From an optimization exercise on the open Yosys and OpenROAD flow, aimed at small area, a short achievable clock period and few clock cycles per item; shortcuts taken in it are not production practice.
In this exercise RTL edits were held to simulation tests only and were not proved equivalent to the original.
Power is estimated from default activity; no workload was simulated.

==> inputs of trial 36 <==
==> flow/design.v (excerpt) <==
module controller #(
    parameter DW = 16
)(
    input clk,
    input rst,
    input start,
    input signed [DW-1:0] x0,
    input signed [DW-1:0] x1,
    input signed [DW-1:0] x2,
    input signed [DW-1:0] w00, input signed [DW-1:0] w01, input signed [DW-1:0] w02,
    input signed [DW-1:0] w10, input signed [DW-1:0] w11, input signed [DW-1:0] w12,
    input signed [DW-1:0] w20, input signed [DW-1:0] w21, input signed [DW-1:0] w22,
    input signed [2*DW-1:0] b0,
    input signed [2*DW-1:0] b1,
    input signed [2*DW-1:0] b2,
    output signed [2*DW-1:0] y0,
    output signed [2*DW-1:0] y1,
    output signed [2*DW-1:0] y2,
    output done
);
  reg [3:0] vld;
  always @(posedge clk) begin
    if (rst) vld <= 4'd0;
    else vld <= {vld[2:0], start};
  end
  assign done = vld[3];
  reg r1;
  reg r2;
  reg r3;
  reg r4;
  reg r5;
  reg r6;
  reg r7;
  reg r8;
  reg r9;
  reg r10;
  reg r11;
  reg r12;
  reg r13;
  reg r14;
  reg r15;
  reg r16;
  reg r17;
  reg r18;
  reg r19;
  reg r20;
  reg r21;
  reg r22;
  reg r23;
  reg r24;
  reg r25;
  reg r26;
  reg r27;
  reg r28;
  reg r29;
  reg r30;
  reg r31;
  reg r32;
  reg r33;
  reg r34;
  reg r35;
  reg r36;
  reg r37;
  reg r38;
  reg r39;
  reg r40;
  reg r41;
  reg r42;
  reg r43;
  reg r44;
  reg r45;
  reg r46;
  reg r47;
  reg r48;
  reg r49;
  reg r50;
  reg r51;
  reg r52;
  reg r53;
  reg r54;
  reg r55;
  reg r56;
  reg r57;
  reg r58;
  reg r59;
  reg r60;
  reg r61;
  reg r62;
  reg r63;
  reg r64;
  reg r65;
  reg r66;
  reg r67;
  reg r68;
  reg r69;
  reg r70;
  reg r71;
  reg r72;
  reg r73;
  reg r74;
  reg r75;
  reg r76;
  reg r77;
  reg r78;
  reg r79;
  reg r80;
  reg r81;
  reg r82;
  reg r83;
  reg r84;
  reg r85;
  reg r86;
  reg r87;
  reg r88;
  reg r89;
  reg r90;
  reg r91;
  reg r92;
  reg r93;
  reg r94;
  reg r95;
  reg r96;
  reg r97;
  reg r98;
  reg r99;
  reg r100;
  reg r101;
  reg r102;
  reg r103;
  reg r104;
  reg r105;
  reg r106;
  reg r107;
  reg r108;
  reg r109;
  reg r110;
  reg r111;
  reg r112;
  reg r113;
  reg r114;
  reg r115;
  reg r116;
  reg r117;
  reg r118;
  reg r119;
  reg r120;
  reg r121;
  reg r122;
  reg r123;
  reg r124;
  reg r125;
  reg r126;
  reg r127;
  ...
clock: 10.0 ns
lec_check: 0
abc_area: 1
cap_margin: 20
core_margin: 2
core_utilization: 55
cts_cluster_diameter: 80
cts_cluster_size: 24
slew_margin: 20
synth_hierarchical: 1
synth_minimum_keep_size: 0
standard.sh (not shown) runs the stock make flow with config.mk's settings and CLKGATE_MAP_FILE= SYNTH_SCRIPT=/design/flow/synth_recipe.tcl, a recipe that flattens the netlist after the stock synthesis.
==> flow/flow/run.sh <==
#!/bin/bash
# Standard layout (the standard.sh: unchanged synthesis and steps), with
#  - the timing repair asked to leave a larger setup margin than the 10 ns clock
#    needs, so that the resizer works on the paths that set the achieved period;
#  - the port buffers made with the smallest buffer cell (every port still gets one).
set -euo pipefail
M=$(cat flow/margin.txt)
bash standard.sh SETUP_SLACK_MARGIN=$M "BUFFER_PORTS_ARGS=-buffer_cell sky130_fd_sc_hd__buf_1" finish > flow_make.log 2>&1
==> flow/flow/margin.txt <==
6.7
==> build 78 (differences from trial 36) <==
==> flow/flow/run.sh (replaced) <==
#!/bin/bash
# Standard layout (the standard.sh, unchanged synthesis and steps), with the
# timing repair asked to leave a larger setup margin than the 10 ns clock needs,
# so that the resizer works on the paths that set the achieved period.
set -euo pipefail
M=$(cat flow/margin.txt)
bash standard.sh SETUP_SLACK_MARGIN=$M finish > flow_make.log 2>&1
==> flow/flow/margin.txt (replaced) <==
6.9
CTS_CLUSTER_DIAMETER = not set   (was 80)
CTS_CLUSTER_SIZE = not set   (was 24)
==> trial 23 (differences from trial 36) <==
==> flow/flow/margin.txt (replaced) <==
6.9
CORE_UTILIZATION = 62   (was 55)
CTS_CLUSTER_SIZE = 22   (was 24)
==> notes.md <==
| Metric | Reported |
|---|---|
| Critical path peak fanout | 27 |
| Clock network latency to the later pin of the worst-skew pair | 730 ps |
| Startpoint of the worst hold path | r2967$_DFF_P_ |
| Wire length of the first global-routing pass | 419 mm |
| Tapcells | 1,781 |
| Status | timing/DRC/antenna clean |
| Power share of the clock group | 11.2% |
| Worst Tran Pin Value | 1220 ps |
| Clock group power | 0.00343 W |
| Post-layout minimum cycle time | 3410 ps |
| Number of signal-net buffers in the layout | 482 |
| Proportion of cell area occupied by multi-input gates | 60.2% |
| Overall die area | 140,000 sq um |
| Final total power | 0.0306 W |
Source of the figures above: trial 36

==> notes.md <==
| Metric | Reported |
|---|---|
| Startpoint of the worst hold path | r3123$_DFF_P_ |
| Worst Tran Pin Value | 1190 ps |
| Proportion of cell area occupied by multi-input gates | 59.1% |
| Post-layout minimum cycle time | 3200 ps |
| Tapcells | 1,625 |
| Power share of the clock group | 10.6% |
| Status | timing/DRC/antenna clean |
| Final total power | 0.0309 W |
| Critical path peak fanout | 32 |
Source of the figures above: trial 23

==> notes.md <==
| Metric | Reported |
|---|---|
| Status | timing/DRC/antenna clean |
| Startpoint of the worst hold path | r2965$_DFF_P_ |
| Clock group power | 0.00510 W |
| Overall die area | 140,000 sq um |
| Number of signal-net buffers in the layout | 571 |
| Post-layout minimum cycle time | 3210 ps |
| Proportion of cell area occupied by multi-input gates | 56.3% |
| Clock network latency to the later pin of the worst-skew pair | 800 ps |
| Tapcells | 1,781 |
| Worst Tran Pin Value | 1110 ps |
Source of the figures above: build 78

Testbench counts of trial 36, summed over its fixed seeds: cycles 2,080, items 2,048.
Testbench counts of build 78, summed over its fixed seeds: cycles 2,080, items 2,048.
Testbench counts of trial 23, summed over its fixed seeds: cycles 2,080, items 2,048.

* * *

==> inputs of trial 72 <==
Starting RTL as in the previous note.
export LEC_CHECK = 0
export ABC_AREA = 1
export CAP_MARGIN = 20
export CORE_MARGIN = 2
export CORE_UTILIZATION = 55
export CTS_CLUSTER_DIAMETER = 60
export CTS_CLUSTER_SIZE = 18
export SLEW_MARGIN = 20
export SYNTH_HIERARCHICAL = 1
export SYNTH_MINIMUM_KEEP_SIZE = 0
create_clock -name core_clock -period 10.0 [get_ports {clk}]
==> flow/flow/run.sh <==
#!/bin/bash
# Standard layout (the standard.sh: unchanged synthesis and steps), with
#  - the timing repair asked to leave a larger setup margin than the 10 ns clock
#    needs, so that the resizer works on the paths that set the achieved period;
#  - the port buffers made with the smallest buffer cell (every port still gets one).
set -euo pipefail
M=$(cat flow/margin.txt)
bash standard.sh SETUP_SLACK_MARGIN=$M "BUFFER_PORTS_ARGS=-buffer_cell sky130_fd_sc_hd__buf_1" finish > flow_make.log 2>&1
==> flow/flow/margin.txt <==
6.9
==> trial 40 (differences from trial 72) <==
==> flow/flow/margin.txt (replaced) <==
7.1
CTS_CLUSTER_DIAMETER = 80   (was 60)
CTS_CLUSTER_SIZE = 24   (was 18)
==> trial 73 (differences from trial 72) <==
CTS_CLUSTER_DIAMETER = not set   (was 60)
CTS_CLUSTER_SIZE = not set   (was 18)
==> notes.md <==
Against trial 40, the first-iteration DRC count of trial 72 is lower by 5.3%. Sequential power is about the same in trial 40 and trial 72. In synthesized cell count, trial 40 and trial 73 do not differ. Power, highest first: trial 73, trial 72, trial 40. Against trial 40, the utilization of trial 72 is lower by 2.6 points. The lowest sequential share of layout area belongs to trial 40, the highest to trial 72.
==> figures <==
quantity	trial 40	trial 73	trial 72
Worst-margin pin slew	0.916 ns	1.03 ns	1.04 ns
Origin of the worst setup path	yr2[1]	yr2[8]	yr2[1]
Maximum frequency from static timing analysis	316 MHz	310 MHz	312 MHz
Clock insertion delay at the later pin of the skew report	0.73 ns	0.81 ns	0.77 ns
Combinational Power Share	64.3%	61.2%	62.0%
First-pass iteration count of the detailed router	8	8	6
Worst Reg2Reg Path Length in Cells	8	6	5
Flop pwr share	24.6%	24.0%	24.2%
Run status	finished clean	finished clean	finished clean
PD cells	357 mW/mm^2	380 mW/mm^2	379 mW/mm^2
Postcts setup bufs	220	12	15
Num CTS Buffers	75	119	108
Routed length on met2	124,000 um	123,000 um	121,000 um
Testbench counts of trial 72, summed over its fixed seeds: cycles 2,080, items 2,048.
Testbench counts of trial 40, summed over its fixed seeds: cycles 2,080, items 2,048.
Testbench counts of trial 73, summed over its fixed seeds: cycles 2,080, items 2,048.

[separate check: timing with driven ports]
In the flow no input, the clock included, has a driving cell. The finished layouts below were timed again as built, in two steps.
Step 1 sets driving cells, clkbuf_16 on the clock port and buf_2 on the other inputs (assumed; they add their load-dependent delay and slew).
Step 2 adds t to the input delays and takes it off the output delays; t is the mean of the earliest and latest rising clock arrival at the registers after step 1. Input paths then give back, and output paths get back, about the clock's delay inside the block.
Three values: ideal, step 1, step 2; two values: the first two.
run	t (ns)	setup WS [ns]	worst hold slack (ns)	worst setup path after step 2	latest minus earliest clock arrival (ns)
trial 36	0.793	6.588 / 6.588 / 6.588	0.325 / 0.325 / 0.325	register to register	0.042 / 0.042
build 78	0.873	6.785 / 6.693 / 6.498	0.324 / 0.324 / 0.324	input to register	0.039 / 0.039
trial 23	0.794	6.801 / 6.732 / 6.801	0.335 / 0.335 / 0.335	register to register	0.045 / 0.045
trial 72	0.835	6.792 / 6.706 / 6.812	0.331 / 0.331 / 0.331	input to register	0.043 / 0.043
trial 40	0.801	6.834 / 6.745 / 6.797	0.323 / 0.323 / 0.323	input to register	0.048 / 0.048
trial 73	0.862	6.773 / 6.688 / 6.772	0.329 / 0.329 / 0.329	input to register	0.070 / 0.070
After both steps setup and hold are still met in every run listed. For build 78, which loses most, drivers alone change the setup slack by -0.092 ns; drivers and shift together by -0.287 ns.
